This design comes from an exercise in tuning for small area, a short achievable clock period and few clock cycles per item on the open sky130 flow, not from production work.
RTL that was checked went through simulation tests only; none was proved equivalent to the original.
Function not checked in runs 2 and 3: the RTL went through the layout flow alone.

--- flow/config.mk ---
export PLATFORM = sky130hd
export DESIGN_NAME = fbindct_8bit
export DESIGN_NICKNAME = fbindct_8bit
export VERILOG_FILES = /design/flow/design.v
export SDC_FILE = /design/flow/constraint.sdc
export NUM_CORES = 4
export LEC_CHECK = 0
export CAP_MARGIN = 20
export CORE_MARGIN = 2
export CORE_UTILIZATION = 40
export SLEW_MARGIN = 20
export SYNTH_HIERARCHICAL = 1
--- flow/constraint.sdc ---
create_clock -name core_clock -period 10.0 [get_ports {clk}]
set_input_delay 2.0000 -clock core_clock [delete_from_list [all_inputs] [get_ports {clk}]]
set_output_delay 2.0000 -clock core_clock [all_outputs]
set_load 0.01 [all_outputs]
--- flow/design.v ---
`timescale 1ns / 1ps
module fbindct_8bit #(
  parameter IN_WIDTH = 8,
  parameter INT_BITS = 6,
  parameter FRAC_BITS = 6,
  parameter INTER_WIDTH = IN_WIDTH + INT_BITS + FRAC_BITS,
  parameter OUT_WIDTH = 20
)(
  input                                        clk,
  input                                        rst,
  input signed [8*IN_WIDTH-1:0]                x_in,
  input                                        ready_in,
  input                                        load,
  output                                       valid_out,
  output signed [8*OUT_WIDTH-1:0]              y_out
);
  wire signed [7:0] x0 = x_in[ 7: 0];
  wire signed [7:0] x1 = x_in[15: 8];
  wire signed [7:0] x2 = x_in[23:16];
  wire signed [7:0] x3 = x_in[31:24];
  wire signed [7:0] x4 = x_in[39:32];
  wire signed [7:0] x5 = x_in[47:40];
  wire signed [7:0] x6 = x_in[55:48];
  wire signed [7:0] x7 = x_in[63:56];
  reg vld;
  always @(posedge clk) begin
    if (rst)
      vld <= 1'b0;
    else if (load)
      vld <= 1'b1;
    else if (ready_in)
      vld <= 1'b0;
  end
  assign valid_out = vld;
  wire signed [8:0] n0 = x0 + x7, n1 = x1 + x6, n2 = x2 + x5, n3 = x3 + x4;
  wire signed [8:0] n4 = x3 - x4, n5 = x2 - x5, n6 = x1 - x6, n7 = x0 - x7;
  wire signed [9:0] nt0 = n0 + n3, nt1 = n1 + n2, nc3 = n0 - n3, nc2 = n1 - n2;
  wire signed [9:0] np = n4 + n5, nz = n4 - n5;
  wire signed [12:0] nu = (n5 <<< 1) + n5 + (n6 <<< 3);
  reg [9:0] t0, t1, p;
  reg [9:1] c3h, c2h, zh;
  reg [12:0] u_n;
  reg [8:0] s7;
  always @(posedge clk) begin
    if (load) begin
      t0 <= nt0; t1 <= nt1; c3h <= ~nc3[9:1]; c2h <= nc2[9:1];
      p <= np; zh <= nz[9:1]; u_n <= ~nu; s7 <= n7;
    end
  end
  wire [9:0] c3_n = {c3h, ~t0[0]}, c2 = {c2h, t1[0]}, z = {zh, p[0]};
  wire [10:0] e0 = + {{1{t0[9]}}, t0} + {{1{t1[9]}}, t1};
  wire [10:0] e4 = + {{1{t0[9]}}, t0} - {{1{t1[9]}}, t1};
  wire w1 = 1'b1 ^ c2[6];
  wire w2 = 1'b1 & c2[6];
  wire w3 = 1'b1 ^ c3_n[0];
  wire w4 = 1'b1 & c3_n[0];
  wire w5 = c3_n[1] ^ c3_n[2];
  wire w6 = c3_n[1] & c3_n[2];
  wire w7s, w7c;
  fbd_fa u7 (.a(c2[0]), .b(c3_n[2]), .c(c3_n[3]), .s(w7s), .co(w7c));
  wire w8s, w8c;
  fbd_fa u8 (.a(c2[1]), .b(c3_n[3]), .c(c3_n[4]), .s(w8s), .co(w8c));
  wire w9s, w9c;
  fbd_fa u9 (.a(c2[2]), .b(c3_n[4]), .c(c3_n[5]), .s(w9s), .co(w9c));
  wire w10s, w10c;
  fbd_fa u10 (.a(c2[3]), .b(c3_n[5]), .c(c3_n[6]), .s(w10s), .co(w10c));
  wire w11s, w11c;
  fbd_fa u11 (.a(c2[4]), .b(c3_n[6]), .c(c3_n[7]), .s(w11s), .co(w11c));
  wire w12s, w12c;
  fbd_fa u12 (.a(c2[5]), .b(c3_n[7]), .c(c3_n[8]), .s(w12s), .co(w12c));
  wire w13s, w13c;
  fbd_fa u13 (.a(c3_n[8]), .b(~c3_n[9]), .c(w1), .s(w13s), .co(w13c));
  wire w14s, w14c;
  fbd_fa u14 (.a(c2[7]), .b(~c3_n[9]), .c(w2), .s(w14s), .co(w14c));
  wire w15 = 1'b1 ^ c2[8];
  wire w16 = 1'b1 & c2[8];
  wire [13:0] e6_a = {1'b1, w16, w14c, w13c, w12c, w11c, w10c, w9c, w8c, w7c, w6, w4, w3, 1'b1};
  wire [13:0] e6_b = {1'b0, ~c2[9], w15, w14s, w13s, w12s, w11s, w10s, w9s, w8s, w7s, w5, c3_n[1], c3_n[0]};
  wire [13:0] e6 = e6_a + e6_b;
  wire w17 = ~c3_n[0] ^ c3_n[3];
  wire w18 = ~c3_n[0] & c3_n[3];
  wire w19s, w19c;
  fbd_fa u19 (.a(~c3_n[1]), .b(c3_n[4]), .c(c3_n[7]), .s(w19s), .co(w19c));
  wire w20s, w20c;
  fbd_fa u20 (.a(~c3_n[2]), .b(c3_n[5]), .c(c3_n[8]), .s(w20s), .co(w20c));
  wire w21 = 1'b1 ^ ~c3_n[3] ^ c3_n[6];
  wire w22 = (1'b1 & ~c3_n[3]) | (1'b1 & c3_n[6]) | (~c3_n[3] & c3_n[6]);
  wire w23 = ~c3_n[9] ^ c2[5];
  wire w24 = ~c3_n[9] & c2[5];
  wire w25 = 1'b1 ^ ~c3_n[4] ^ c3_n[7];
  wire w26 = (1'b1 & ~c3_n[4]) | (1'b1 & c3_n[7]) | (~c3_n[4] & c3_n[7]);
  wire w27 = c2[6] ^ c2[7];
  wire w28 = c2[6] & c2[7];
  wire w29 = 1'b1 ^ ~c3_n[5] ^ c3_n[8];
  wire w30 = (1'b1 & ~c3_n[5]) | (1'b1 & c3_n[8]) | (~c3_n[5] & c3_n[8]);
  wire w31 = c2[7] ^ c2[8];
  wire w32 = c2[7] & c2[8];
  wire w33 = 1'b0 ^ c3_n[6] ^ c3_n[9];
  wire w34 = (1'b0 & c3_n[6]) | (1'b0 & c3_n[9]) | (c3_n[6] & c3_n[9]);
  wire w35 = c2[8] ^ ~c2[9];
  wire w36 = c2[8] & ~c2[9];
  wire w37 = 1'b1 ^ ~c3_n[7];
  wire w38 = 1'b1 & ~c3_n[7];
  wire w39 = 1'b1 ^ c3_n[0];
  wire w40 = 1'b1 & c3_n[0];
  wire w41s, w41c;
  fbd_fa u41 (.a(c3_n[1]), .b(c3_n[4]), .c(c2[0]), .s(w41s), .co(w41c));
  wire w42s, w42c;
  fbd_fa u42 (.a(c3_n[2]), .b(c3_n[5]), .c(c2[1]), .s(w42s), .co(w42c));
  wire w43s, w43c;
  fbd_fa u43 (.a(c3_n[6]), .b(c2[2]), .c(c2[3]), .s(w43s), .co(w43c));
  wire w44s, w44c;
  fbd_fa u44 (.a(c2[3]), .b(c2[4]), .c(w18), .s(w44s), .co(w44c));
  wire w45s, w45c;
  fbd_fa u45 (.a(c2[4]), .b(c2[5]), .c(w19c), .s(w45s), .co(w45c));
  wire w46s, w46c;
  fbd_fa u46 (.a(c2[6]), .b(w23), .c(w20c), .s(w46s), .co(w46c));
  wire w47s, w47c;
  fbd_fa u47 (.a(w24), .b(w27), .c(w22), .s(w47s), .co(w47c));
  wire w48s, w48c;
  fbd_fa u48 (.a(w28), .b(w31), .c(w26), .s(w48s), .co(w48c));
  wire w49s, w49c;
  fbd_fa u49 (.a(w32), .b(w35), .c(w30), .s(w49s), .co(w49c));
  wire w50s, w50c;
  fbd_fa u50 (.a(~c2[9]), .b(w36), .c(w37), .s(w50s), .co(w50c));
  wire w51 = c3_n[3] ^ c2[0];
  wire w52 = c3_n[3] & c2[0];
  wire w53s, w53c;
  fbd_fa u53 (.a(c2[1]), .b(w40), .c(w41s), .s(w53s), .co(w53c));
  wire w54s, w54c;
  fbd_fa u54 (.a(c2[2]), .b(w41c), .c(w42s), .s(w54s), .co(w54c));
  wire w55s, w55c;
  fbd_fa u55 (.a(w17), .b(w42c), .c(w43s), .s(w55s), .co(w55c));
  wire w56s, w56c;
  fbd_fa u56 (.a(w43c), .b(w19s), .c(w44s), .s(w56s), .co(w56c));
  wire w57s, w57c;
  fbd_fa u57 (.a(w20s), .b(w44c), .c(w45s), .s(w57s), .co(w57c));
  wire w58s, w58c;
  fbd_fa u58 (.a(w21), .b(w45c), .c(w46s), .s(w58s), .co(w58c));
  wire w59s, w59c;
  fbd_fa u59 (.a(w25), .b(w46c), .c(w47s), .s(w59s), .co(w59c));
  wire w60s, w60c;
  fbd_fa u60 (.a(w29), .b(w47c), .c(w48s), .s(w60s), .co(w60c));
  wire w61s, w61c;
  fbd_fa u61 (.a(~w33), .b(w48c), .c(w49s), .s(w61s), .co(w61c));
  wire w62s, w62c;
  fbd_fa u62 (.a(~w34), .b(w50s), .c(w49c), .s(w62s), .co(w62c));
  wire w63s, w63c;
  fbd_fa u63 (.a(~c3_n[8]), .b(w38), .c(w50c), .s(w63s), .co(w63c));
  wire [16:0] e2_a = {1'b1, w63c, w62c, w61c, w60c, w59c, w58c, w57c, w56c, w55c, w54c, w53c, w52, w51, c3_n[2], c3_n[1], 1'b1};
  wire [16:0] e2_b = {1'b0, c3_n[9], w63s, w62s, w61s, w60s, w59s, w58s, w57s, w56s, w55s, w54s, w53s, w39, 1'b0, 1'b0, c3_n[0]};
  wire [16:0] e2 = e2_a + e2_b;
  wire w64 = 1'b1 ^ ~u_n[11];
  wire w65 = 1'b1 & ~u_n[11];
  wire [13:0] o1_a = {1'b1, w65, w64, ~u_n[10], ~u_n[9], ~u_n[8], ~u_n[7], ~u_n[6], ~u_n[5], ~u_n[4], ~u_n[3], ~u_n[2], ~u_n[1], ~u_n[0]};
  wire [13:0] o1_b = {1'b0, u_n[12], ~s7[8], s7[7], s7[6], s7[5], s7[4], s7[3], s7[2], s7[1], s7[0], 1'b0, 1'b0, 1'b0};
  wire [13:0] o1 = o1_a + o1_b;
  wire w66 = 1'b1 ^ z[5];
  wire w67 = 1'b1 & z[5];
  wire w68 = 1'b1 ^ z[6];
  wire w69 = 1'b1 & z[6];
  wire w70 = 1'b1 ^ z[7];
  wire w71 = 1'b1 & z[7];
  wire w72 = 1'b1 ^ ~u_n[1];
  wire w73 = 1'b1 & ~u_n[1];
  wire w74 = ~u_n[2] ^ ~s7[1];
  wire w75 = ~u_n[2] & ~s7[1];
  wire w76 = ~u_n[3] ^ ~s7[2];
  wire w77 = ~u_n[3] & ~s7[2];
  wire w78s, w78c;
  fbd_fa u78 (.a(~z[0]), .b(u_n[4]), .c(s7[3]), .s(w78s), .co(w78c));
  wire w79s, w79c;
  fbd_fa u79 (.a(~z[1]), .b(u_n[5]), .c(s7[4]), .s(w79s), .co(w79c));
  wire w80s, w80c;
  fbd_fa u80 (.a(~z[2]), .b(u_n[6]), .c(s7[5]), .s(w80s), .co(w80c));
  wire w81s, w81c;
  fbd_fa u81 (.a(~z[3]), .b(u_n[7]), .c(s7[6]), .s(w81s), .co(w81c));
  wire w82s, w82c;
  fbd_fa u82 (.a(~z[4]), .b(u_n[8]), .c(s7[7]), .s(w82s), .co(w82c));
  wire w83s, w83c;
  fbd_fa u83 (.a(~u_n[9]), .b(s7[8]), .c(w66), .s(w83s), .co(w83c));
  wire w84s, w84c;
  fbd_fa u84 (.a(~u_n[10]), .b(w67), .c(w68), .s(w84s), .co(w84c));
  wire w85s, w85c;
  fbd_fa u85 (.a(~u_n[11]), .b(w69), .c(w70), .s(w85s), .co(w85c));
  wire w86s, w86c;
  fbd_fa u86 (.a(z[8]), .b(u_n[12]), .c(w71), .s(w86s), .co(w86c));
  wire [14:0] o7_a = {1'b1, w86c, w85c, w84c, w83c, ~w82c, ~w81c, ~w80c, ~w79c, ~w78c, w77, w75, w73, w72, ~u_n[0]};
  wire [14:0] o7_b = {1'b0, ~z[9], w86s, w85s, w84s, w83s, ~w82s, ~w81s, ~w80s, ~w79s, ~w78s, w76, w74, ~s7[0], 1'b0};
  wire [14:0] o7 = o7_a + o7_b;
  wire w87 = p[0] ^ u_n[3];
  wire w88 = p[0] & u_n[3];
  wire w89s, w89c;
  fbd_fa u89 (.a(p[1]), .b(u_n[4]), .c(u_n[5]), .s(w89s), .co(w89c));
  wire w90s, w90c;
  fbd_fa u90 (.a(p[2]), .b(u_n[5]), .c(u_n[6]), .s(w90s), .co(w90c));
  wire w91s, w91c;
  fbd_fa u91 (.a(p[3]), .b(u_n[6]), .c(u_n[7]), .s(w91s), .co(w91c));
  wire w92s, w92c;
  fbd_fa u92 (.a(p[4]), .b(u_n[7]), .c(u_n[8]), .s(w92s), .co(w92c));
  wire w93 = 1'b1 ^ p[5] ^ u_n[8];
  wire w94 = (1'b1 & p[5]) | (1'b1 & u_n[8]) | (p[5] & u_n[8]);
  wire w95 = u_n[9] ^ s7[5];
  wire w96 = u_n[9] & s7[5];
  wire w97 = 1'b1 ^ p[6] ^ u_n[9];
  wire w98 = (1'b1 & p[6]) | (1'b1 & u_n[9]) | (p[6] & u_n[9]);
  wire w99 = u_n[10] ^ s7[6];
  wire w100 = u_n[10] & s7[6];
  wire w101 = 1'b1 ^ p[7] ^ u_n[10];
  wire w102 = (1'b1 & p[7]) | (1'b1 & u_n[10]) | (p[7] & u_n[10]);
  wire w103 = u_n[11] ^ s7[7];
  wire w104 = u_n[11] & s7[7];
  wire w105 = 1'b1 ^ p[8] ^ u_n[11];
  wire w106 = (1'b1 & p[8]) | (1'b1 & u_n[11]) | (p[8] & u_n[11]);
  wire w107 = ~u_n[12] ^ ~s7[8];
  wire w108 = ~u_n[12] & ~s7[8];
  wire w109 = 1'b1 ^ u_n[1];
  wire w110 = 1'b1 & u_n[1];
  wire w111 = u_n[2] ^ u_n[3];
  wire w112 = u_n[2] & u_n[3];
  wire w113s, w113c;
  fbd_fa u113 (.a(u_n[4]), .b(s7[0]), .c(~s7[3]), .s(w113s), .co(w113c));
  wire w114s, w114c;
  fbd_fa u114 (.a(s7[1]), .b(w88), .c(w89s), .s(w114s), .co(w114c));
  wire w115s, w115c;
  fbd_fa u115 (.a(s7[2]), .b(w89c), .c(w90s), .s(w115s), .co(w115c));
  wire w116s, w116c;
  fbd_fa u116 (.a(s7[3]), .b(w90c), .c(w91s), .s(w116s), .co(w116c));
  wire w117s, w117c;
  fbd_fa u117 (.a(s7[4]), .b(w91c), .c(w92s), .s(w117s), .co(w117c));
  wire w118s, w118c;
  fbd_fa u118 (.a(s7[8]), .b(w95), .c(w92c), .s(w118s), .co(w118c));
  wire w119s, w119c;
  fbd_fa u119 (.a(w96), .b(w99), .c(w94), .s(w119s), .co(w119c));
  wire w120s, w120c;
  fbd_fa u120 (.a(w100), .b(w103), .c(w98), .s(w120s), .co(w120c));
  wire w121s, w121c;
  fbd_fa u121 (.a(w104), .b(w107), .c(w102), .s(w121s), .co(w121c));
  wire w122s, w122c;
  fbd_fa u122 (.a(p[9]), .b(u_n[12]), .c(~w108), .s(w122s), .co(w122c));
  wire w123 = u_n[0] ^ u_n[1];
  wire w124 = u_n[0] & u_n[1];
  wire w125s, w125c;
  fbd_fa u125 (.a(u_n[2]), .b(~s7[1]), .c(w109), .s(w125s), .co(w125c));
  wire w126s, w126c;
  fbd_fa u126 (.a(~s7[2]), .b(w110), .c(w111), .s(w126s), .co(w126c));
  wire w127s, w127c;
  fbd_fa u127 (.a(w112), .b(w87), .c(w113s), .s(w127s), .co(w127c));
  wire w128s, w128c;
  fbd_fa u128 (.a(~s7[4]), .b(w113c), .c(w114s), .s(w128s), .co(w128c));
  wire w129s, w129c;
  fbd_fa u129 (.a(~s7[5]), .b(w114c), .c(w115s), .s(w129s), .co(w129c));
  wire w130s, w130c;
  fbd_fa u130 (.a(~s7[6]), .b(w115c), .c(w116s), .s(w130s), .co(w130c));
  wire w131s, w131c;
  fbd_fa u131 (.a(~s7[7]), .b(w116c), .c(w117s), .s(w131s), .co(w131c));
  wire w132s, w132c;
  fbd_fa u132 (.a(w93), .b(w117c), .c(w118s), .s(w132s), .co(w132c));
  wire w133s, w133c;
  fbd_fa u133 (.a(w97), .b(w118c), .c(w119s), .s(w133s), .co(w133c));
  wire w134s, w134c;
  fbd_fa u134 (.a(w101), .b(w119c), .c(w120s), .s(w134s), .co(w134c));
  wire w135s, w135c;
  fbd_fa u135 (.a(w105), .b(w120c), .c(w121s), .s(w135s), .co(w135c));
  wire w136s, w136c;
  fbd_fa u136 (.a(w106), .b(~w122s), .c(w121c), .s(w136s), .co(w136c));
  wire [14:0] o5_a = {w136c, w135c, w134c, w133c, w132c, w131c, w130c, w129c, w128c, w127c, w126c, w125c, w124, w123, 1'b1};
  wire [14:0] o5_b = {~w122c, w136s, w135s, w134s, w133s, w132s, w131s, w130s, w129s, w128s, w127s, w126s, w125s, ~s7[0], u_n[0]};
  wire [14:0] o5 = o5_a + o5_b;
  wire w137 = 1'b1 ^ ~p[0];
  wire w138 = 1'b1 & ~p[0];
  wire w139 = ~p[1] ^ u_n[5];
  wire w140 = ~p[1] & u_n[5];
  wire w141 = ~p[2] ^ u_n[6];
  wire w142 = ~p[2] & u_n[6];
  wire w143 = ~p[3] ^ u_n[7];
  wire w144 = ~p[3] & u_n[7];
  wire w145 = ~p[4] ^ u_n[8];
  wire w146 = ~p[4] & u_n[8];
  wire w147 = 1'b1 ^ ~p[5] ^ u_n[9];
  wire w148 = (1'b1 & ~p[5]) | (1'b1 & u_n[9]) | (~p[5] & u_n[9]);
  wire w149 = 1'b1 ^ ~p[6];
  wire w150 = 1'b1 & ~p[6];
  wire w151 = 1'b1 ^ ~p[7];
  wire w152 = 1'b1 & ~p[7];
  wire w153 = 1'b1 ^ ~p[8];
  wire w154 = 1'b1 & ~p[8];
  wire w155 = u_n[4] ^ s7[0];
  wire w156 = u_n[4] & s7[0];
  wire w157s, w157c;
  fbd_fa u157 (.a(s7[1]), .b(s7[4]), .c(w138), .s(w157s), .co(w157c));
  wire w158s, w158c;
  fbd_fa u158 (.a(s7[2]), .b(s7[5]), .c(w140), .s(w158s), .co(w158c));
  wire w159s, w159c;
  fbd_fa u159 (.a(s7[3]), .b(s7[6]), .c(w142), .s(w159s), .co(w159c));
  wire w160s, w160c;
  fbd_fa u160 (.a(s7[4]), .b(s7[7]), .c(w144), .s(w160s), .co(w160c));
  wire w161s, w161c;
  fbd_fa u161 (.a(s7[5]), .b(~s7[8]), .c(w146), .s(w161s), .co(w161c));
  wire w162s, w162c;
  fbd_fa u162 (.a(u_n[10]), .b(s7[6]), .c(w149), .s(w162s), .co(w162c));
  wire w163s, w163c;
  fbd_fa u163 (.a(u_n[11]), .b(s7[7]), .c(w150), .s(w163s), .co(w163c));
  wire w164s, w164c;
  fbd_fa u164 (.a(u_n[12]), .b(s7[8]), .c(~w152), .s(w164s), .co(w164c));
  wire w165 = 1'b1 ^ p[9];
  wire w166 = 1'b1 & p[9];
  wire w167 = s7[3] ^ w155;
  wire w168 = s7[3] & w155;
  wire w169s, w169c;
  fbd_fa u169 (.a(w156), .b(w139), .c(w157s), .s(w169s), .co(w169c));
  wire w170s, w170c;
  fbd_fa u170 (.a(w141), .b(w157c), .c(w158s), .s(w170s), .co(w170c));
  wire w171s, w171c;
  fbd_fa u171 (.a(w143), .b(w158c), .c(w159s), .s(w171s), .co(w171c));
  wire w172s, w172c;
  fbd_fa u172 (.a(w145), .b(w159c), .c(w160s), .s(w172s), .co(w172c));
  wire w173s, w173c;
  fbd_fa u173 (.a(w147), .b(w160c), .c(w161s), .s(w173s), .co(w173c));
  wire w174s, w174c;
  fbd_fa u174 (.a(w148), .b(w161c), .c(w162s), .s(w174s), .co(w174c));
  wire w175s, w175c;
  fbd_fa u175 (.a(w151), .b(w162c), .c(w163s), .s(w175s), .co(w175c));
  wire w176s, w176c;
  fbd_fa u176 (.a(w153), .b(w163c), .c(~w164s), .s(w176s), .co(w176c));
  wire w177s, w177c;
  fbd_fa u177 (.a(w154), .b(w165), .c(~w164c), .s(w177s), .co(w177c));
  wire [14:0] o3_a = {w177c, w176c, w175c, w174c, w173c, w172c, w171c, w170c, w169c, w168, w167, u_n[3], u_n[2], u_n[1], 1'b1};
  wire [14:0] o3_b = {w166, w177s, w176s, w175s, w174s, w173s, w172s, w171s, w170s, w169s, w137, s7[2], s7[1], s7[0], u_n[0]};
  wire [14:0] o3 = o3_a + o3_b;
  assign y_out[19:0] = {{3{e0[10]}}, e0, 6'b0};
  assign y_out[39:20] = {{3{o1[13]}}, o1, 3'b0};
  assign y_out[59:40] = {{3{e2[16]}}, e2};
  assign y_out[79:60] = {{4{o3[14]}}, o3, 1'b0};
  assign y_out[99:80] = {{4{e4[10]}}, e4, 5'b0};
  assign y_out[119:100] = {{3{o5[14]}}, o5, 2'b0};
  assign y_out[139:120] = {{3{e6[13]}}, e6, 3'b0};
  assign y_out[159:140] = {{3{o7[14]}}, o7, 2'b0};
endmodule
module fbd_fa (
  input  a,
  input  b,
  input  c,
  output s,
  output co
);
  assign s  = a ^ b ^ c;
  assign co = (a & b) | (a & c) | (b & c);
endmodule
--- flow/flow/run.sh ---
#!/bin/bash
# The standard layout, with plain buf_1 cells as the port buffers instead of the
# delay buffers buffer_ports picks by default. Every port still gets its buffer.
set -euo pipefail
bash standard.sh "BUFFER_PORTS_ARGS=-buffer_cell sky130_fd_sc_hd__buf_1" finish > standard_flow.log 2>&1
--- flow/standard.sh ---
#!/bin/bash
# synth_recipe.tcl (not shown) runs the flow's synth.tcl, then flattens the netlist and writes it again
# the make line also repeats each setting of config.mk as NAME=value (left out here)
make -C /OpenROAD-flow-scripts/flow DESIGN_CONFIG=/design/flow/config.mk WORK_HOME=/design/flow/orfs CLKGATE_MAP_FILE= SYNTH_SCRIPT=/design/flow/synth_recipe.tcl "${@:-finish}"
==> results of run 1 <==
==> Yosys cell counts (4+ instances only) <==
cell type and n:
o21ai_0 42, nor2b_1 24, xor2_1 47, a31o_2 5, nand3_1 13, a21oi_1 119
buf_1 4, a211oi_1 8, o211ai_1 9, nor3b_1 5, nand2_1 59, a21o_1 43
buf_4 58, or3_1 7, o21a_1 17, o21bai_1 31, fa_1 107, a2111oi_0 5
and3_1 7, nor2_1 66, o21ai_1 11, or2_2 6, nor3_1 27, a22o_1 5
ha_1 256, a21boi_0 4, nand2b_1 19, o31ai_1 17, inv_1 270, a31oi_1 10
nand4_1 9, a211o_1 4, edfxtp_1 79, xnor2_1 121, clkbuf_1 9
==> routing by layer <==
metal | up-vias | share of wire, % | global-route usage, %
li1 | 5591 | - | -
met1 | 5328 | 47 | 25.2
met2 | 195 | 48 | 31.8
met3 | 28 | 3.2 | 2.04
met4 | 0 | 1.7 | 4.24
met5 | - | 0 | 0
==> flip-flops by register name, indices dropped and copies added (netlist names) <==
signal / count
p: 10
t1: 10
u_n: 13
vld: 1
zh: 9
c3h: 9
c2h: 9
t0: 10
s7: 9
==> worst min-delay path, cell delays in order, from the launching register on <==
cell,delay [ns]
dfxtp_1,0.33
a21oi_1,0.06
nor2_1,0.07
==> worst paths after layout <==
| path | startpoint | slack, ns | endpoint | depth (start not counted) |
|---|---|---|---|---|
| worst min register to register | vld$_SDFFE_PP0P_ | 0.49 | vld$_SDFFE_PP0P_ | 2 |
| worst max-delay path | c3h[4]$_DFFE_PP_ | 3.75 | y_out[59] | 12 |
| worst min-delay path | vld$_SDFFE_PP0P_ | 0.49 | vld$_SDFFE_PP0P_ | 2 |
| worst max register to register | vld$_SDFFE_PP0P_ | 9.42 | vld$_SDFFE_PP0P_ | 2 |
==> stage by stage <==
step / setup slack (ns) / area [sq um] / util (%)
after floorplan: 4.32 / 14500 / -
after global placement: 3.91 / 15400 / 43.2
after detailed placement: 3.85 / 15400 / 43.2
after CTS: 3.72 / 15700 / 44.1
after global routing: 3.42 / 15700 / 44.1
final: 3.75 / 15700 / 44.1
==> logic make-up (layout without fill, tap and decap cells) <==
family / count (synthesis) / after routing / share of synthesized area, %
adder cells (fa/ha/maj): 363 / 363 / 37.0
flip-flops: 80 / 80 / 16.6
other: 1 / 24 / 0.0260
XOR/XNOR: 168 / 168 / 10.2
AND/OR/NAND/NOR: 257 / 257 / 8.85
AO/OA/AOI/OAI: 365 / 365 / 16.6
multiplexers: 3 / 3 / 0.208
buffers and inverters: 344 / 493 / 10.5
==> modules after synthesis, one instance, submodules excluded <==
module        copies in the design  flops+latches
fbindct_8bit                     1             80
fbd_fa                          83              0
==> final cells by class <==
class / instances / area, sq um / share of cell area [%]
clock buffers: 9 / 225 / 1.44
diodes: 2 / 5.00 / 0.0319
repair buffers: 207 / 785 / 5.00
well taps: 461 / 577 / 3.68
flip-flops and latches: 80 / 2390 / 15.3
clock inverters: 7 / 88.8 / 0.566
inverters: 270 / 1010 / 6.46
multi-input cells: 1178 / 10600 / 67.6
==> run notes, run 1 <==
- The run finished with no timing, DRC or antenna violations.
- The die is 194 um tall.
- The latest clock arrival within the worst-skew pair is 0.34 ns.
- The final cell count without fillers is 2214.
- Counting flops with a built-in enable in the synthesized netlist gives 79.
- The fraction of synthesis flops using an asynchronous set or reset pin is 0%.
- The final cycle utilization of the critical path is 62.5%.
- The worst-case hold slack is 0.490 ns.
- Measured along the x axis, the die boundary spans 194 um.
- The clock tree from TritonCTS is built.
- The tool flagged a number of max-cap violations equal to 0.
- For this design, the CTS-stage hold fixing added 0 buffers.
- The maximum operating frequency is 160 MHz.
- Setup repair after global routing left no endpoint under its margin.
- The largest net degree at the start of global routing is 59.
- The leading cell type in the layout, fill and taps excluded is inv_1.
- The number of port buffers is 206.
- At the end of routability-driven placement, the weighted congestion stood at 0.873.
- The number of iterations in the first detailed-routing pass is 5.
- Setup violations remaining at the end of the flow were counted as 0.
- In the final design database the tool counted 2177 nets.
- The final critical-path required period is 6.25 ns.
- The kind of critical path is reg2out.
- At the worst endpoint, the arrival time is 4.25 ns.
- The cell taking the most area after synthesis is ha_1.
- Compared with the post-synthesis result, the final layout area differs by 8.69%.
- The portion of synthesized cell area occupied by the leading cell type is 22.2%.
- Sequential elements use 16.6% of the synthesized area.
- The layout has 3566 filler cells.
- On the critical path the largest part of the delay comes from adder cells.
- Together, buffers and inverters on the worst path number 2.
- The worst clock skew on the final layout is 0 ns.
- The number of antenna-violating nets in the routed design is 0.
- The number of rows created at floorplan is 69.
- The maximum fanout along the worst path is 5.
- The worst pin sits at a relative slew slack of 49.6%.
- The slowest stage of the critical path belongs to the cell edfxtp_1.
- The number of clock buffers added by TritonCTS is 9.
- The via count of the first global-routing pass came to 10800.
- In the synthesized netlist the dominant register cell turns out to be edfxtp_1.
- The number of antenna violations at the first check in global routing is 3.
- Detailed placement ended at an HPWL of 30500 um.
- In the routed layout, each cell is associated on average with a via count of 5.03.
- The aggregate routed wire length is 35000 um.
- In the global route stage, overall resource usage came out at 18.6%.
- The root buffer cell is clkbuf_16.
- The number of hold violations in the final report is 0.
- The number of cells produced by synthesis is 1581.
- Among the stages of the critical path, the cell type that occurs most often is fa_1.
- The depth of the CTS H-tree is 3.
- In this run the count of I/O pins placed on the die edge is 229.
- For this configuration, the core starts out at a cell density of 40.6%.
- In this design, the stage delay of the slowest critical-path cell is 0.57 ns.
- The number of buffers added for setup after CTS is 0.
- The synthesized area is 14400 sq um.
- The element type at the critical path end is a primary output.
- The share of post-route cells with drive strength above 1 is 2.34%.
- The total overflow left after global routing is 0.
- The total of flip-flops plus latches after synthesis is 80.
- Synthesis instantiated 70 different standard cells from the library.
- The core region is 35600 sq um.
- The final route contains 11100 vias.
- Counting every sink on the clock net gives 80.
- In the final routed layout, each cell accounts on average for 15.8 um.
- The first global-routing pass estimated 55900 um of wire.
- The maximum clock insertion buffer count is 2.
- Leaving out fill and tap cells, the most frequent cells in the layout are inv_1, ha_1, buf_1, xnor2_1, a21oi_1.
- The total placed cells including tap cells is 2196.
- Walking the worst path, the cells encountered are fa_1 > fa_1 > fa_1 > ha_1 > inv_1 > o22ai_1 > a21oi_1 > o21ai_0 > a21oi_1 > o21ai_0 > a31oi_1 > buf_1.
- Dividing the synthesized area by the synthesized cell count gives 9.13 sq um.
- After the first detailed-routing iteration, the DRC count stood at 456.
- By area the synthesized netlist is led by ha_1, edfxtp_1, fa_1, xnor2_1, inv_1.
- At the worst endpoint, the required time is 8.00 ns.
- The register clock-pin slew on the reported worst setup and hold paths is 0.07 ns.
- The worst setup path is launched from a flip-flop.
- The number of gates resized after CTS was 0.
- The floorplan step defined a die boundary enclosing 37600 sq um.
- After detailed routing, the number of remaining DRC violations is 0.
- Summed over all failing endpoints, the final setup total negative slack is 0 ns.
- The total of warnings raised by yosys is 7.
- The path class of the tightest hold or removal check is reg2reg.
- The worst-margin pin slew is 0.756 ns.
- The final count of pins violating max slew is 0.
Testbench counts, summed over its fixed seeds: cycles 4,096, rows 2,048.
==> run 2: changes to the inputs <==
==> flow/design.v (replaced) <==
`timescale 1ns / 1ps
module fbindct_8bit #(
  parameter IN_WIDTH = 8,
  parameter INT_BITS = 6,
  parameter FRAC_BITS = 6,
  parameter INTER_WIDTH = IN_WIDTH + INT_BITS + FRAC_BITS,
  parameter OUT_WIDTH = 20
)(
  input                                        clk,
  input                                        rst,
  input signed [8*IN_WIDTH-1:0]                x_in,
  input                                        ready_in,
  input                                        load,
  output                                       valid_out,
  output signed [8*OUT_WIDTH-1:0]              y_out
);
  wire signed [7:0] x0 = x_in[ 7: 0];
  wire signed [7:0] x1 = x_in[15: 8];
  wire signed [7:0] x2 = x_in[23:16];
  wire signed [7:0] x3 = x_in[31:24];
  wire signed [7:0] x4 = x_in[39:32];
  wire signed [7:0] x5 = x_in[47:40];
  wire signed [7:0] x6 = x_in[55:48];
  wire signed [7:0] x7 = x_in[63:56];
  reg signed [8:0] s0, s1, s2, s3, s4, s5, s6, s7;
  reg              vld;
  always @(posedge clk) begin
    if (load) begin
      s0 <= x0 + x7;  s7 <= x0 - x7;
      s1 <= x1 + x6;  s6 <= x1 - x6;
      s2 <= x2 + x5;  s5 <= x2 - x5;
      s3 <= x3 + x4;  s4 <= x3 - x4;
    end
  end
  always @(posedge clk) begin
    if (rst)
      vld <= 1'b0;
    else if (load)
      vld <= 1'b1;
    else if (ready_in)
      vld <= 1'b0;
  end
  assign valid_out = vld;
  wire signed [9:0]  t0 = s0 + s3;
  wire signed [9:0]  t1 = s1 + s2;
  wire signed [9:0]  c3 = s0 - s3;
  wire signed [9:0]  c2 = s1 - s2;
  wire signed [10:0] e0 = t0 + t1;
  wire signed [10:0] e4 = t0 - t1;
  wire signed [11:0] h3 = (c3 <<< 1) + c3;
  wire signed [13:0] e6 = (c2 <<< 3) - h3;
  wire signed [16:0] e2 = (c3 <<< 6) + (e6 <<< 1) + e6;
  wire signed [12:0] u  = (s5 <<< 1) + s5 + (s6 <<< 3);
  wire signed [9:0]  p  = s4 + s5;
  wire signed [9:0]  z  = s4 - s5;
  wire signed [13:0] o1 = u + (s7 <<< 3);
  wire signed [14:0] o7 = (z <<< 4) + u - (s7 <<< 1);
  wire signed [14:0] o5 = (p <<< 4) - (u <<< 1) - u + (s7 <<< 4) - (s7 <<< 1);
  wire signed [14:0] o3 = (s7 <<< 4) + (s7 <<< 1) - (p <<< 4) - u;
  assign y_out[ 19:  0] = {{3{e0[10]}}, e0, 6'b0};
  assign y_out[ 39: 20] = {{3{o1[13]}}, o1, 3'b0};
  assign y_out[ 59: 40] = {{3{e2[16]}}, e2};
  assign y_out[ 79: 60] = {{4{o3[14]}}, o3, 1'b0};
  assign y_out[ 99: 80] = {{4{e4[10]}}, e4, 5'b0};
  assign y_out[119:100] = {{3{o5[14]}}, o5, 2'b0};
  assign y_out[139:120] = {{3{e6[13]}}, e6, 3'b0};
  assign y_out[159:140] = {{3{o7[14]}}, o7, 2'b0};
endmodule
==> flow/run.sh (new file) <==
#!/bin/bash
# synth_recipe.tcl (not shown) runs the flow's synth.tcl, then flattens the netlist and writes it again
# the make line also repeats each setting of config.mk as NAME=value (left out here)
make -C /OpenROAD-flow-scripts/flow DESIGN_CONFIG=/design/flow/config.mk WORK_HOME=/design/flow/orfs CLKGATE_MAP_FILE= SYNTH_SCRIPT=/design/flow/synth_recipe.tcl finish
--- a/flow/config.mk
+++ b/flow/config.mk
@@ -9,4 +9,3 @@
 export CORE_MARGIN = 2
 export CORE_UTILIZATION = 40
 export SLEW_MARGIN = 20
-export SYNTH_HIERARCHICAL = 1
removed: flow/flow/run.sh
removed: flow/standard.sh
==> run notes, run 2 <==
- The flow ran to the end and the layout has no timing, DRC or antenna violations.
- The number of port buffers is 206 (unchanged).
- Ranked by total cell area, the synthesized netlist is headed by ha_1, edfxtp_1, fa_1, inv_1, xnor2_1.
- The clock tree from TritonCTS is built.
- The depth of the CTS H-tree came to 3 (unchanged).
- The relative max-transition margin came to 36.0% (-14 points).
- The average cell area after synthesis is 8.76 sq um (-4.0%).
- The cell with the most instances after synthesis is inv_1.
- The count of flip-flops with a built-in enable after synthesis was 68 (-14%).
- The total of warnings raised by yosys is 1 (-6).
- The area growth from synthesis to layout is 18.3%.
- The overflow left after global routing is 0 (unchanged).
- The sequential share of the synthesized area was 14.8% (-1.7 points).
- The worst-margin pin slew came to 0.960 ns (+0.204 ns).
- The number of antenna-violating nets in the routed design is 0 (unchanged).
- The number of CTS-inserted buffers came to 9 (unchanged).
- The global-route wire length before repair is 53800 um (-3.7%).
- The maximum operating frequency came to 106 MHz (-34%).
- The post-route worst setup slack came to 0.556 ns (-3.19 ns).
- The number of primary I/O pins came to 229 (unchanged).
- The placer congestion estimate is 0.868 (-0.57%).
- In this run the clock root is driven by a clkbuf_16.
- The end-of-flow core utilization is 47.8% (+3.7 points).
- The violation count after the first detailed-routing iteration is 570 (+25%).
- Among all flip-flop cells after synthesis, the most frequent one is edfxtp_1.
- The aggregate routed wire length was 33900 um (-3.2%).
- The post-detailed-route via-to-cell ratio is 4.96 (-1.4%).
- The count of inserted antenna diode cells is 0 (-2).
- The worst clock skew on the final layout was 0 ns (unchanged).
- The cell depth of the worst setup path is 26 (+14).
- The setup slack at placement was 0.766 ns (-3.08 ns).
- The library cells used most frequently in the layout, excluding fill and tap cells, are inv_1, ha_1, clkdlybuf4s50_1, xnor2_1, nor2_1.
- The final count of pins violating max slew is 0 (unchanged).
- The element type at the critical path end is a primary output.
- The largest total area in the synthesized netlist belongs to ha_1.
- The worst hold path stage count is 2 (unchanged).
- The starting utilization of the core area came to 40.4% (-0.14 points).
- The critical-path cell with the highest stage delay is clkdlybuf4s50_1.
- The largest net degree at the start of global routing is 66 (+12%).
- The worst-case reg-to-reg path depth came to 2 (unchanged).
- The average detailed-routed wire length per instance is 15.3 um (-3.2%).
- The portion of synthesized cell area occupied by the leading cell type is 22.6% (+0.40 points).
- The number of rows created at floorplan is 68 (-1.4%).
- The number of max-capacitance violations reported was 0 (unchanged).
- Setup repair after global routing left no endpoint under its margin.
- The min-delay analysis places its worst path in the category reg2reg.
- The maximum fanout along the worst path came to 7 (+2).
- The total track usage is 18.7% (+0.12 points).
- The number of clock sinks seen by CTS is 69 (-14%).
- The number of hold violations in the final report is 0 (unchanged).
- The final critical-path required period is 9.44 ns (+3.19 ns).
- The fraction of synthesis flops using an asynchronous set or reset pin was 0% (unchanged).
- The delay of the slowest cell on the worst path is 0.60 ns (+0.03 ns).
- The total cell area at the placement stage was 16100 sq um (+5.0%).
- The fill cell total of the finished layout is 3322 (-6.8%).
- The total of flip-flops plus latches after synthesis is 69 (-14%).
- The register clock-pin slew on the reported worst setup and hold paths was 0.06 ns (about the same).
- The x dimension of the die came to 190 um (-1.8%).
- The latest clock arrival within the worst-skew pair came to 0.34 ns (about the same).
- The number of antenna violations at the first check in global routing was 0 (-3).
- The startpoint type of the worst setup path is a flip-flop.
- The number of cells upsized or downsized after cts is 0 (unchanged).
- The critical path data required time is 8.00 ns (about the same).
- The count of nets after finishing is 2168 (-0.41%).
- Leaving out fill and tap cells, the most frequent cell in the layout is inv_1.
- The commonest cells after synthesis are inv_1, ha_1, xnor2_1.
- The sum of buffers and inverters on the critical path is 4 (+2).
- The number of remaining DRC errors is 0 (unchanged).
- The sum of net half-perimeters after detailed placement is 29100 um (-4.5%).
- The synthesized area is 13900 sq um (-3.7%).
- The final design area excluding fillers is 16400 sq um (+4.8%).
- The sum of negative setup slack was 0 ns (unchanged).
- The number of cells produced by synthesis is 1586 (+0.32%).
- The final cycle utilization of the critical path is 94.4% (+32 points).
- The vertical extent of the die came to 190 um (-1.8%).
- The number of vias in the routed layout is 11000 (-1.4%).
- The die footprint is 36200 sq um (-3.6%).
- The number of iterations in the first detailed-routing pass was 7 (+2).
- The share of post-route cells with drive strength above 1 is 1.93% (-0.41 points).
- The cell seen most often among critical-path stages is o21ai_0.
- The number of endpoints failing setup at the final stage is 0 (unchanged).
- The placeable core region is 34400 sq um (-3.4%).
- The count of unique library cells instantiated by Yosys was 69 (-1.4%).
- The maximum clock insertion buffer count is 2 (unchanged).
- The via count of the first global-routing pass was 10600 (-2.1%).
- The cell family contributing the most delay on the critical path is adder cells.
- The worst setup path is of the reg2out kind.
- The arrival time at the worst endpoint is 7.44 ns (+3.19 ns).
run 2: cell types whose count changed after synthesis, moves of 11 or more:
| cell | previous run | this run |
|---|---|---|
| nor2_1 | 66 | 104 |
| fa_1 | 107 | 94 |
| nor3_1 | 27 | 38 |
| a21o_1 | 43 | 26 |
| o31ai_1 | 17 | 5 |
| a21oi_1 | 119 | 99 |
| xor2_1 | 47 | 61 |
| o21ai_0 | 42 | 79 |
| o21ai_1 | 11 | 0 |
| edfxtp_1 | 79 | 68 |
run 2: kinds of logic after synthesis:
logic type | count (synthesis) | share of synthesized area [%]
mux | 5 | 0.360
buf+inv | 339 | 10.6
other cells | 1 | 0.0270
simple gates | 308 | 10.9
compound gates | 342 | 15.9
xor+xnor | 177 | 11.3
fa+ha+maj | 345 | 36.1
flops | 69 | 14.8
run 2: per-stage QoR:
step / hold slack (ns) / std cells
floorplan: 0.521 / 1607
global placement: 0.480 / 2197
detailed placement: 0.499 / 2197
CTS: 0.516 / 2213
global route: 0.540 / 2215
finish: 0.507 / 2215
run 2: metal layers:
layer | GRT usage (%) | routed length, um
met3 | 2.12 | 1290
met4 | 4.05 | 566
met2 | 32.2 | 16400
met1 | 25.1 | 15600
met5 | 0 | 0
run 2: worst reg2reg max path, cell delays in order (launching register included):
cell and delay [ns]:
dfxtp_1 0.31, a21oi_1 0.12, nor2_1 0.06
run 2: path summary, 6_finish.rpt:
kind                                  startpoint                to  slack [ns]
worst max-delay path             s0[0]$_DFFE_PP_         y_out[58]        0.56
worst min-delay path            vld$_SDFFE_PP0P_  vld$_SDFFE_PP0P_        0.51
worst max register to register  vld$_SDFFE_PP0P_  vld$_SDFFE_PP0P_        9.41
worst min register to register  vld$_SDFFE_PP0P_  vld$_SDFFE_PP0P_        0.51
run 2: area by class of cell:
class | count | area (sq um) | share of cell area, %
multi-input combinational | 1199 | 10400 | 63.5
clock buffer | 11 | 233 | 1.42
tap | 455 | 569 | 3.46
inverter | 266 | 998 | 6.07
timing repair buffer | 210 | 2090 | 12.7
sequential | 69 | 2060 | 12.5
clock inverter | 5 | 51.3 | 0.312
run 2: what timing repair did:
item                                    CTS  global route
endpoints found under the setup margin    0             4
hold buffers                              0             0
buffers inserted                          0             2
endpoints found under the hold margin     0             0
==> run 3: changes to the inputs <==
--- a/flow/config.mk
+++ b/flow/config.mk
@@ -8,4 +8,5 @@
 export CAP_MARGIN = 20
 export CORE_MARGIN = 2
 export CORE_UTILIZATION = 40
+export SETUP_SLACK_MARGIN = 5
 export SLEW_MARGIN = 20
==> run notes, run 3 <==
- Among all flip-flop cells after synthesis, the most frequent one is edfxtp_1.
- The number of CTS-inserted buffers is 9 (unchanged).
- The critical-path cell with the highest stage delay is fa_1.
- The worst-case reg-to-reg path depth is 2 (unchanged).
- The area of the multi-input gates came to 13100 sq um (+25%).
- The worst hold path stage count is 2 (unchanged).
- The total placed cells including tap cells is 2197 (unchanged).
- The library cell used most frequently in the layout, excluding fill and tap cells, is inv_1.
- The element type at the critical path end is a primary output.
- The relative max-transition margin is 38.5% (+2.4 points).
- The number of clock sinks seen by CTS was 69 (unchanged).
- The arrival time at the worst endpoint is 6.01 ns (-1.43 ns).
- The fill cell total of the finished layout is 2876 (-13%).
- The area growth from synthesis to layout is 47.2%.
- The portion of synthesized cell area occupied by the leading cell type is 22.6% (unchanged).
- The placer congestion estimate is 0.848 (-2.3%).
- The depth of the CTS H-tree came to 3 (unchanged).
- The register clock-pin slew on the reported worst setup and hold paths is 0.06 ns (about the same).
- The via count of the first global-routing pass was 12100 (+14%).
- The largest net degree at the start of global routing came to 70 (+6.1%).
- The end-of-flow core utilization was 59.5% (+12 points).
- The number of cells produced by synthesis is 1586 (unchanged).
- The overflow left after global routing is 0 (unchanged).
- The synthesized area is 13900 sq um (unchanged).
- The worst setup path is launched from a flip-flop.
- The worst clock skew on the final layout is 0 ns (unchanged).
- The commonest cells after synthesis are inv_1, ha_1, xnor2_1.
- The count of flip-flops with a built-in enable after synthesis is 68 (unchanged).
- The sum of net half-perimeters after detailed placement was 29800 um (+2.3%).
- The combined flip-flop and latch cell area is 2060 sq um (unchanged).
- The count of nets after finishing was 2366 (+9.1%).
- The post-detailed-route via-to-cell ratio is 4.98 (+0.39%).
- Setup repair after global routing could not meet its margin everywhere.
- The final cell count without fillers is 2415 (+9.0%).
- The average cell area after synthesis is 8.76 sq um (unchanged).
- The min-delay analysis places its worst path in the category reg2reg.
- The number of antenna-violating nets in the routed design is 0 (unchanged).
- The final critical-path required period is 8.01 ns (-1.43 ns).
- The flow ran to the end and the layout has no timing, DRC or antenna violations.
- The total of warnings raised by yosys was 1 (unchanged).
- The fraction of synthesis flops using an asynchronous set or reset pin is 0% (unchanged).
- The number of remaining DRC errors came to 0 (unchanged).
- The number of antenna violations at the first check in global routing came to 3 (+3).
- By area the synthesized netlist is led by ha_1, edfxtp_1, fa_1, inv_1, xnor2_1.
- The synthesized design spends more area on one cell type than any other, namely ha_1.
- The violation count after the first detailed-routing iteration is 446 (-22%).
- The number of vias in the routed layout was 12000 (+9.5%).
- The total of flip-flops plus latches after synthesis is 69 (unchanged).
- The maximum operating frequency is 125 MHz (+18%).
- The tree is rooted in a clkbuf_16.
- The vertical extent of the die was 190 um (unchanged).
- The worst-margin pin slew came to 0.923 ns (-0.0365 ns).
- The maximum fanout along the worst path came to 6 (-1).
- The x dimension of the die is 190 um (unchanged).
- The starting utilization of the core area is 40.4% (unchanged).
- The die footprint is 36200 sq um (unchanged).
- The number of iterations in the first detailed-routing pass is 6 (-1).
- The number of max-capacitance violations reported was 0 (unchanged).
- The cell seen most often among critical-path stages is ha_4.
- The maximum clock insertion buffer count is 2 (unchanged).
- The global-route wire length before repair was 61300 um (+14%).
- The number of hold violations in the final report is 0 (unchanged).
- The total track usage is 21.2% (+2.5 points).
- The number of rows created at floorplan is 68 (unchanged).
- The share of post-route cells with drive strength above 1 is 35.4% (+34 points).
- The clock tree from TritonCTS is built.
- The number of primary I/O pins is 229 (unchanged).
- The aggregate routed wire length was 39600 um (+17%).
- The number of port buffers is 206 (unchanged).
- The final cycle utilization of the critical path is 80.1% (-14 points).
- The average detailed-routed wire length per instance is 16.4 um (+7.1%).
- The worst-case hold slack is 0.492 ns (-0.0155 ns).
- The latest clock arrival within the worst-skew pair was 0.34 ns (about the same).
- The setup slack at placement is 1.20 ns (+0.435 ns).
- The kind of critical path is reg2out.
- The number of endpoints failing setup at the final stage is 0 (unchanged).
- The count of unique library cells instantiated by Yosys is 69 (unchanged).
- The delay of the slowest cell on the worst path came to 0.56 ns (-0.04 ns).
- The post-route worst setup slack is 1.99 ns (+1.43 ns).
- The sum of negative setup slack came to 0 ns (unchanged).
- The critical path data required time is 8.00 ns (about the same).
- The count of hold buffers inserted by post-cts repair is 0 (unchanged).
- The cell with the most instances after synthesis is inv_1.
- The placeable core region is 34400 sq um (unchanged).
- The library cells used most frequently in the layout, excluding fill and tap cells, are inv_1, ha_1, buf_4, buf_6, fa_1.
- The final count of pins violating max slew is 0 (unchanged).
- The signal on the critical path passes through ha_4 > fa_2 > or2b_1 > a21oi_2 > o31ai_2 > a21oi_2 > xnor2_2 > inv_1 > fa_1 > ha_4 > a21o_1 > a21oi_1 > o21ai_1 > or3b_4 > xor2_4 > xor2_1 > ha_2 > ha_4 > or3_1 > o221a_4 > o21ai_4 > xor2_2 > buf_2.
- The sequential share of the synthesized area came to 14.8% (unchanged).
==> run 3: cell counts after synthesis <==
No cell type changed its count.
==> run 3: final cells by class <==
class / instances / share of cell area [%]
clock buffer: 9 / 1.10
clock inverter: 7 / 0.514
multi-input combinational: 1199 / 63.8
antenna: 2 / 0.0245
timing repair buffer: 408 / 16.7
tap: 455 / 2.78
inverter: 266 / 4.93
sequential: 69 / 10.1
==> run 3: what timing repair did <==
item / in CTS / in global routing
pin swaps: 178 / 158
gates resized for setup: 702 / 159
setup endpoints to repair: 122 / 118
buffers inserted: 150 / 50
==> run 3: cells by family (layout without fill, tap and decap cells) <==
| group | Yosys count | count (layout) | share of synthesized area [%] |
|---|---|---|---|
| xor+xnor | 177 | 177 | 11.3 |
| buf+inv | 339 | 690 | 10.6 |
| mux | 5 | 5 | 0.360 |
| simple gates | 308 | 308 | 10.9 |
| other cells | 1 | 24 | 0.0270 |
| fa+ha+maj | 345 | 345 | 36.1 |
| flops | 69 | 69 | 14.8 |
| compound gates | 342 | 342 | 15.9 |
==> run 3: final timing paths <==
kind	from	slack (ns)	endpoint
min reg2reg	vld$_SDFFE_PP0P_	0.49	vld$_SDFFE_PP0P_
min	vld$_SDFFE_PP0P_	0.49	vld$_SDFFE_PP0P_
max	s4[0]$_DFFE_PP_	1.99	y_out[59]
max reg2reg	vld$_SDFFE_PP0P_	9.42	vld$_SDFFE_PP0P_
==> run 3: worst max-delay path: cells and delay by family, from the launching register on <==
| kind | cells | cell delay (ns) |
|---|---|---|
| adders and majority gates | 6 | 1.84 |
| AOI/OAI and AO/OA | 8 | 1.31 |
| and+or+nand+nor | 3 | 1.05 |
| xor gates and xnor gates | 4 | 0.77 |
| DFF | 1 | 0.44 |
| buffers and inverters | 2 | 0.25 |
==> run 3: metal layers <==
metal  GRT usage, %  share of wire, %
met1           27.3                44
met5              0             0.023
met4           4.23               2.1
met2           37.9                50
met3           2.74               3.7
==> run 3: per-stage QoR <==
step                instance area, sq um
floorplan                          14900
finish                             20500
detailed placement                 17100
global route                       20500
CTS                                19400
global placement                   17100

[separate check: timing with driven ports]
No port has a modelled driver above. Below, the same layouts with a new extraction and two added sets of constraints. Step 1: set_driving_cell puts a clkbuf_16 on clk and a buf_2 on each other input, an assumption about the parent block. Step 2 also shifts input and output timing later by t, the mid clock arrival at the registers, as if the neighbouring blocks saw the same clock. Slacks: ideal / step 1 / step 2; pairs: ideal / step 1.
| run | t, ns | slack for setup (ns) | worst slew at a driven data input, ns |
|---|---|---|---|
| run 1 | 0.391 | 3.746 / 3.700 / 3.859 | 0.09 |
| run 2 | 0.382 | 0.556 / 0.506 / 0.888 | 0.07 |
| run 3 | 0.378 | 1.989 / 1.945 / 2.323 | 0.10 |
After both steps setup and hold are still met in every run listed.
